Source: an optimization exercise on an open RTL-to-GDS flow (aim: small area, a short achievable clock period and few clock cycles). Production flows keep margins and buffers that such runs may drop. Only simulation tests tie the RTL to the original design; equivalence was not proved.

[flow/run.sh]
#!/bin/bash
# synth_recipe.tcl (not shown) runs the flow's synth.tcl, then flattens the netlist and writes it again
# the make line also repeats each setting of config.mk as NAME=value (left out here)
make -C /OpenROAD-flow-scripts/flow DESIGN_CONFIG=/design/flow/config.mk WORK_HOME=/design/flow/orfs CLKGATE_MAP_FILE= SYNTH_SCRIPT=/design/flow/synth_recipe.tcl finish
[flow/constraint.sdc]
create_clock -name core_clock -period 12.0 [get_ports {clk}]
set_input_delay 2.4000 -clock core_clock [delete_from_list [all_inputs] [get_ports {clk}]]
set_output_delay 2.4000 -clock core_clock [all_outputs]
set_load 0.01 [all_outputs]
[flow/config.mk]
export PLATFORM = sky130hd
export DESIGN_NAME = poly1305
export DESIGN_NICKNAME = poly1305
export VERILOG_FILES = /design/flow/design.v
export SDC_FILE = /design/flow/constraint.sdc
export NUM_CORES = 8
export LEC_CHECK = 0
export CAP_MARGIN = 20
export CORE_MARGIN = 2
export CORE_UTILIZATION = 30
export PLACE_DENSITY = 0.5
export SETUP_SLACK_MARGIN = 0.3
export SLEW_MARGIN = 20
[flow/design.v]
module accelerator (
    input clk,
    input rst_n,
    input start,
    input [130:0] A,   
    input [127:0] B,   
    output reg [258:0] P,   
    output reg ready
);
    logic [65:0] A_low;
    logic [64:0] A_high;
    logic [63:0] B_low, B_high;
    reg [258:0] partial_sum;   
    reg [258:0] partial_product;   
    reg [1:0] state;  
    reg [1:0] step;   
    wire [129:0] mult_result_Alow_Blow;
    wire [129:0] mult_result_Alow_Bhigh;
    wire [128:0] mult_result_Ahigh_Blow;
    wire [128:0] mult_result_Ahigh_Bhigh;
    assign mult_result_Alow_Blow = A_low * B_low;
    assign mult_result_Alow_Bhigh = A_low * B_high;
    assign mult_result_Ahigh_Blow = A_high * B_low;
    assign mult_result_Ahigh_Bhigh = A_high * B_high;
    always @(posedge clk or negedge rst_n) begin
        if (!rst_n) begin
            A_low <= 0;
            A_high <= 0;
            B_low <= 0;
            B_high <= 0;
        end else if (start) begin
            A_low <= A[65:0];   
            A_high <= A[130:66];   
            B_low <= B[63:0];   
            B_high <= B[127:64];   
        end
    end
    always @(posedge clk or negedge rst_n) begin
        if (!rst_n) begin
            state <= 3;
            step <= 0;
            partial_sum <= 0;
            partial_product <= 0;
            ready <= 0;
            P <= 0;
        end else if (start) begin
            state <= 0;
            step <= 0;
            partial_sum <= 0;
            partial_product <= 0;
            ready <= 0;
        end else begin
            case (state)
                0: begin
                    state <= 1;
                end
                1: begin
                    case(step)
                      2'b00: partial_product <= {129'b0, mult_result_Alow_Blow};
                      2'b01: partial_product <= {129'b0, mult_result_Alow_Bhigh};
                      2'b10: partial_product <= {130'b0, mult_result_Ahigh_Blow};
                      2'b11: partial_product <= {130'b0, mult_result_Ahigh_Bhigh};
                    endcase
                    state <= 2;
                end
                2: begin
                    case (step)
                        2'b00: partial_sum <= partial_sum + partial_product;   
                        2'b01: partial_sum <= partial_sum + (partial_product << 64);   
                        2'b10: partial_sum <= partial_sum + (partial_product << 66);   
                        2'b11: partial_sum <= partial_sum + (partial_product << 130);   
                    endcase
                    step <= step + 1;
                    if (step == 2'b11) begin
                        P <= partial_sum + (partial_product << 130);
                        ready <= 1;
                        state <= 3;  
                    end else begin
                        state <= 0;  
                    end
                end
                3: begin
                  ready <= 0;
                end
            endcase
        end
    end
endmodule
module processblock(
    input reset_n,
    input clk,
    input [127:0] r,
    input [128:0] m,  
    input [129:0] a_in,  
    output [129:0] a_out,
    input start,
    output done
);
    logic [130:0] m1;
    logic [258:0] m2;
    logic [131:0] m3;  
    wire [2:0] five;
    logic rdy;
    logic DUT_start;
    assign five = 5;
    localparam IDLE = 3'd0;
    localparam M1_CALC = 3'd1;
    localparam PAD = 3'd2; 
    localparam M2_CALC = 3'd3;
    localparam ACC_RUNNING = 3'd4;
    localparam M3_CALC = 3'd5;
    localparam A_OUT_CALC = 3'd6;
    localparam DONE = 3'd7;
    logic [2:0] current_state, next_state;
    always_ff@(posedge clk or negedge reset_n) begin
      if(!reset_n) begin
        current_state <= IDLE;
      end
      else begin
        current_state <= next_state;
      end
    end
    always_comb begin
      next_state = current_state;
      case(current_state)
        IDLE: begin
          if(start) begin
            next_state = M1_CALC;
          end
          else begin
            next_state = IDLE;
          end
        end
        M1_CALC: begin
          next_state = PAD;
        end
        PAD: begin
          next_state = M2_CALC;
        end
        M2_CALC: begin
          next_state = ACC_RUNNING;
        end
        ACC_RUNNING: begin
          if(rdy) begin
            next_state = M3_CALC;
          end
          else begin
            next_state = ACC_RUNNING;
          end
        end
        M3_CALC: begin
          next_state = A_OUT_CALC;
        end  
        A_OUT_CALC: begin
          next_state = DONE;
        end
        DONE: begin
          next_state = IDLE;
        end
        default: begin
          next_state = IDLE;
        end
      endcase
    end
    accelerator DUT(
      .clk(clk),
      .rst_n(reset_n),
      .start(DUT_start),
      .A(m1),   
      .B(r),   
      .P(m2),   
       .ready(rdy));
    always_ff@(posedge clk or negedge reset_n) begin
      if(!reset_n) begin
        m1 <= 0;
        DUT_start <= 0;
        m3 <= 0;
      end
      else begin
        case(current_state)
          IDLE: begin
          end
          M1_CALC: begin
            m1 <= {2'b0, m} + {1'b0, a_in};
          end
          PAD: begin
          end
          M2_CALC: begin
            DUT_start <= 1;
          end
          ACC_RUNNING: begin
            DUT_start <= 0;
          end
          M3_CALC: begin
            m3 <= {2'b0, m2[129:0]} + m2[258:130] * five;  
          end
          A_OUT_CALC: begin
          end
          DONE: begin
          end
          default: begin
            m1 <= 0;
            DUT_start <= 0;
            m3 <= 0;
          end
        endcase
      end
    end
    assign a_out = m3[129:0] + m3[131:130] * five;  
    assign done = (current_state == DONE) ? 1 : 0;
endmodule
module poly1305(
  input rst_ni,
  input clk,
  input [127:0] r,
  input [127:0] s,
  input [127:0] m,
  input fb,
  input ld,
  input first,
  output [127:0] p,
  output rdy);
  reg [129:0] acc;
  wire [129:0] acc_out;
  wire [129:0] acc_in;
  wire block_start;
  wire block_done;
  wire [128:0] msep;
  assign msep = fb ? {1'b1, m} : {1'b0, m};
  assign acc_in = first ? 130'b0 : acc;
  wire [127:0] rclamp;
  assign rclamp = r & 128'h0FFF_FFFC_0FFF_FFFC_0FFF_FFFC_0FFF_FFFF;
  processblock single(.reset_n(rst_ni),
  .clk (clk),
  .r (rclamp),
  .m (msep),
  .a_in (acc_in),
  .a_out(acc_out),
  .start(block_start),
  .done (block_done)
  );
  always_ff@(posedge clk or negedge rst_ni) begin
    if (!rst_ni)
      acc <= 130'h0;
    else
      acc <= block_done ? acc_out : acc;
  end
  assign block_start = ld;
  assign p = acc_out[127:0] + s;
  assign rdy = block_done;
endmodule
==> results by group <==
Run status
  • Status: timing/DRC/antenna clean

Global routing
  • Vias in the first global route: around 480k
  • GRT met2 Usage: 39.7%
  • GRT busiest layer: met2
  • Met3 Track Usage GR: 8.72%
  • GRT Total Usage: 27.1%
  • Antenna violations before repair: about 440
  • Largest net degree at the start of global routing: 148
  • GRT overflow: 0
  • First-pass GRT wire length: between 3000000 and 4000000 um
  • Routing usage on met1: 36.4%

Timing
  • Setup Skew: approximately 180 ps
  • Final hold vios: 0
  • Pins Over Slew Limit: 0
  • Slew @ Worst Pin: 1380 ps
  • Crit share post-route: approximately 96%
  • Final worst path period need: 11560 ps
  • Slew HR: roughly 7.4%
  • Final hold slack: roughly 480 ps
  • Setup TNS: 0 ps
  • RSZ-0062 raised after global routing: true
  • Setup violators final: 0
  • Fmax: approximately 0.087 GHz

Hold path
  • Hold path start: single.m1[118]
  • Hold Crit Class: reg -> reg

Synthesis
  • Seq/Total Area, Yosys: about 5.6%
  • Ys flop type: dfrtp_1
  • Synth area leaders: fa_1 (45%), inv_1 (9.5%), ha_1 (8.5%)
  • Syn Nets: 83800
  • Syn Inst Count: between 60000 and 70000
  • Cell variety after synth: 110
  • Flops & latches, synth: roughly 1300
  • Synth top area share: between 40% and 50%
  • Number of synthesized flops with an enable pin: 0
  • Area leader, netlist: fa_1
  • Synth warnings: 3
  • Synthesized area: 575000 um2
  • Avg Inst Size Synth: 8.65 um2
  • Synth async-reset ratio: 100%

Detailed routing
  • Post-route ant nets: 0
  • Via count: ~470k
  • Final routed DRC violation total: 0
  • Vias per inst: ~5.1
  • Pre-Repair DR Iteration Count: 9
  • Starting DRT DRC Count: between 40000 and 50000
  • Wire length per cell: 29.0 um
  • WL final: 2650000 um

Placement
  • Post-DP HPWL: approximately 2200000 um
  • I/O Buffers: 495
  • DP Cell Count: around 90000
  • GPL Wtd Cong: ~1.0

Setup path
  • WP data arrival: between 10000 and 15000 ps
  • Max FO, Critical Path: 51
  • Startpoint types: flip-flop
  • CP most frequent cell: fa_1
  • CP max stage delay: around 1100 ps
  • Critical Path RT: between 10000 and 15000 ps
  • Critical Path End Type: flip-flop
  • CP startpoint: single.DUT.B_low[36]
  • Setup CP Type: reg -> reg
  • CP max stage cell: dfrtp_4
  • R2r startpoint: single.DUT.B_low[36]

Clock network
  • Clock net sink count: between 1000 and 1500
  • H-tree depth: 4
  • Clk slew on worst S/H paths: approximately 60 ps
  • CTS Buffer Depth: 5
  • Clock latency (worst-skew pair): roughly 1300 ps
  • CTS Root Cell: clkbuf_16
  • CTS tree: yes
  • CTS Buf Count: 200

Floorplanning
  • Starting Density: 30.1%
  • Die footprint: 1930000 um2
  • IO Count: 518
  • Standard-cell rows: 508
  • Die Y: about 1400 um
  • Core Area: ~1900000 um2
  • Die X-Extent: around 1400 um

Final layout
  • # fillers: about 200k
  • Net count reported at finish: just over 80000
  • Non-filler cells in the finished layout: roughly 90000
  • Fraction of layout cells with a size suffix above 1: roughly 5.8%
  • Area grow syn2layout: 8.99%

Run
  • Max_cap viols: 0
==> cells by family after synthesis <==
logic type / count (synthesis) / synth area share, %
simple gates: 20000 / 16.7
buf+inv: 18900 / 12.3
fa+ha+maj: 16900 / 53.9
compound gates: 7174 / 7.87
xor+xnor: 1510 / 2.30
flops: 1283 / 5.58
mux: 682 / 1.31
==> worst max-delay path: cells and delay by family, from the launching register on <==
| family | cells | cell delay [ps] |
|---|---|---|
| AND/OR/NAND/NOR | 5 | 940 |
| flip-flops | 1 | 1120 |
| adder cells (fa/ha/maj) | 10 | 4930 |
| XOR/XNOR | 1 | 200 |
| buffers and inverters | 10 | 1890 |
| AO/OA/AOI/OAI | 8 | 2170 |
==> metal layers <==
metal	routed length (um)	up-vias
li1	-	197000
met1	1100000	248000
met2	1110000	20900
met3	290000	3841
met4	150000	196
met5	1610	-
==> flip-flops by register name, summed over array words and instances, names as in the netlist <==
signal	flops
acc	130
single.DUT.A_high	65
single.DUT.A_low	66
single.DUT.B_high	52
single.DUT.B_low	54
single.DUT.P	259
single.DUT.partial_product	126
single.DUT.partial_sum	259
single.DUT.ready	1
single.DUT.state	2
single.DUT.step	2
single.DUT_start	1
single.current_state	3
single.m1	131
single.m3	132
==> through the flow <==
stage	setup WS [ps]	utilization, %	cell area [um2]
after global routing	138	32.7	626000
after detailed placement	389	32.3	618000
after floorplan	2790	-	575000
after global placement	340	32.3	618000
after CTS	236	32.7	625000
final	443	32.8	627000
==> cell usage after synthesis (all sizes together), types with 96 or more instances <==
| master | instances |
|---|---|
| inv | 14500 |
| fa | 13000 |
| nand2 | 10200 |
| and2 | 5935 |
| clkbuf | 4293 |
| ha | 3894 |
| a21oi | 2281 |
| o21ai | 1717 |
| nor2 | 1366 |
| dfrtp | 1281 |
| xnor2 | 924 |
| a21o | 895 |
| nand4 | 700 |
| mux2 | 586 |
| xor2 | 586 |
| nand3 | 409 |
| o21bai | 402 |
| nor3 | 353 |
| nor2b | 258 |
| a221oi | 232 |
| o21a | 200 |
| a31oi | 197 |
| and3 | 186 |
| nand2b | 155 |
| a211oi | 146 |
| nor4 | 132 |
| or3 | 117 |
| o31ai | 106 |
| a21boi | 105 |
| a2111oi | 104 |
| o211ai | 97 |
| mux2i | 96 |
==> final timing paths <==
kind                                                         to  slack [ps]  cells after the start
worst max register to register  single.DUT.partial_product[117]         440                     34
min in group asynchronous                  single.DUT.B_low[46]        1080                      1
worst min register to register                   single.m1[118]         480                      2
max in group asynchronous                  single.DUT.B_low[40]        7980                      4
worst max-delay path            single.DUT.partial_product[117]         440                     34
worst min-delay path                             single.m1[118]         480                      2
==> cells in the final DEF, fill, tap and decap left out, types with 1038 or more instances in the layout <==
cell / instances
a21oi_1: 2270
o21ai_0: 1643
nand2_1: 10200
and2_1: 5927
ha_1: 3888
dfrtp_1: 1038
buf_4: 1874
inv_1: 14500
fa_1: 13000
nor2_1: 1356
==> timing repair <==
action / CTS / global route
setup endpoints to repair: 15 / 38
pin swaps: 1 / 1
buffers inserted: 1 / 31
cloned: 0 / 0
hold buffers: 0 / 0
gates resized for setup: 13 / 24
==> final cells by class <==
type	instances	area (um2)	share of cell area (%)
clock inverters	114	1430	0.229
flip-flops and latches	1283	33000	5.27
repair buffers	2731	26200	4.19
clock buffers	244	5410	0.863
multi-input cells	46400	473000	75.5
diodes	379	948	0.151
inverters	14500	54500	8.69
well taps	25500	31900	5.09
Testbench counts, summed over its fixed seeds: cycles 10,744.

separate check: timing with driven ports:
The flow's constraints put no driver on any port. The routed layout listed below was extracted and timed again, unchanged, in two steps.
Step 1: set_driving_cell puts a clkbuf_16 on clk and a buf_2 on each other input, an assumption about the parent block.
Step 2, shift: input delay + t, output delay - t, t = (earliest + latest rising clock arrival at the registers) / 2. This alone moves slack from input paths to output paths.
Slacks: no drivers / after step 1 / after step 2; pairs: no drivers / after step 1.
t (ns): 1.381
setup WS [ns]: 0.443 / 0.275 / 0.443
clock arrival spread, ns: 0.176 / 0.176
worst data-port slew with drivers (ns): 0.29
pins driven straight from the clock port: 1
After both steps setup and hold are still met in this run. For this run, drivers alone change the setup slack by -0.168 ns; drivers and shift together by 0.000 ns.
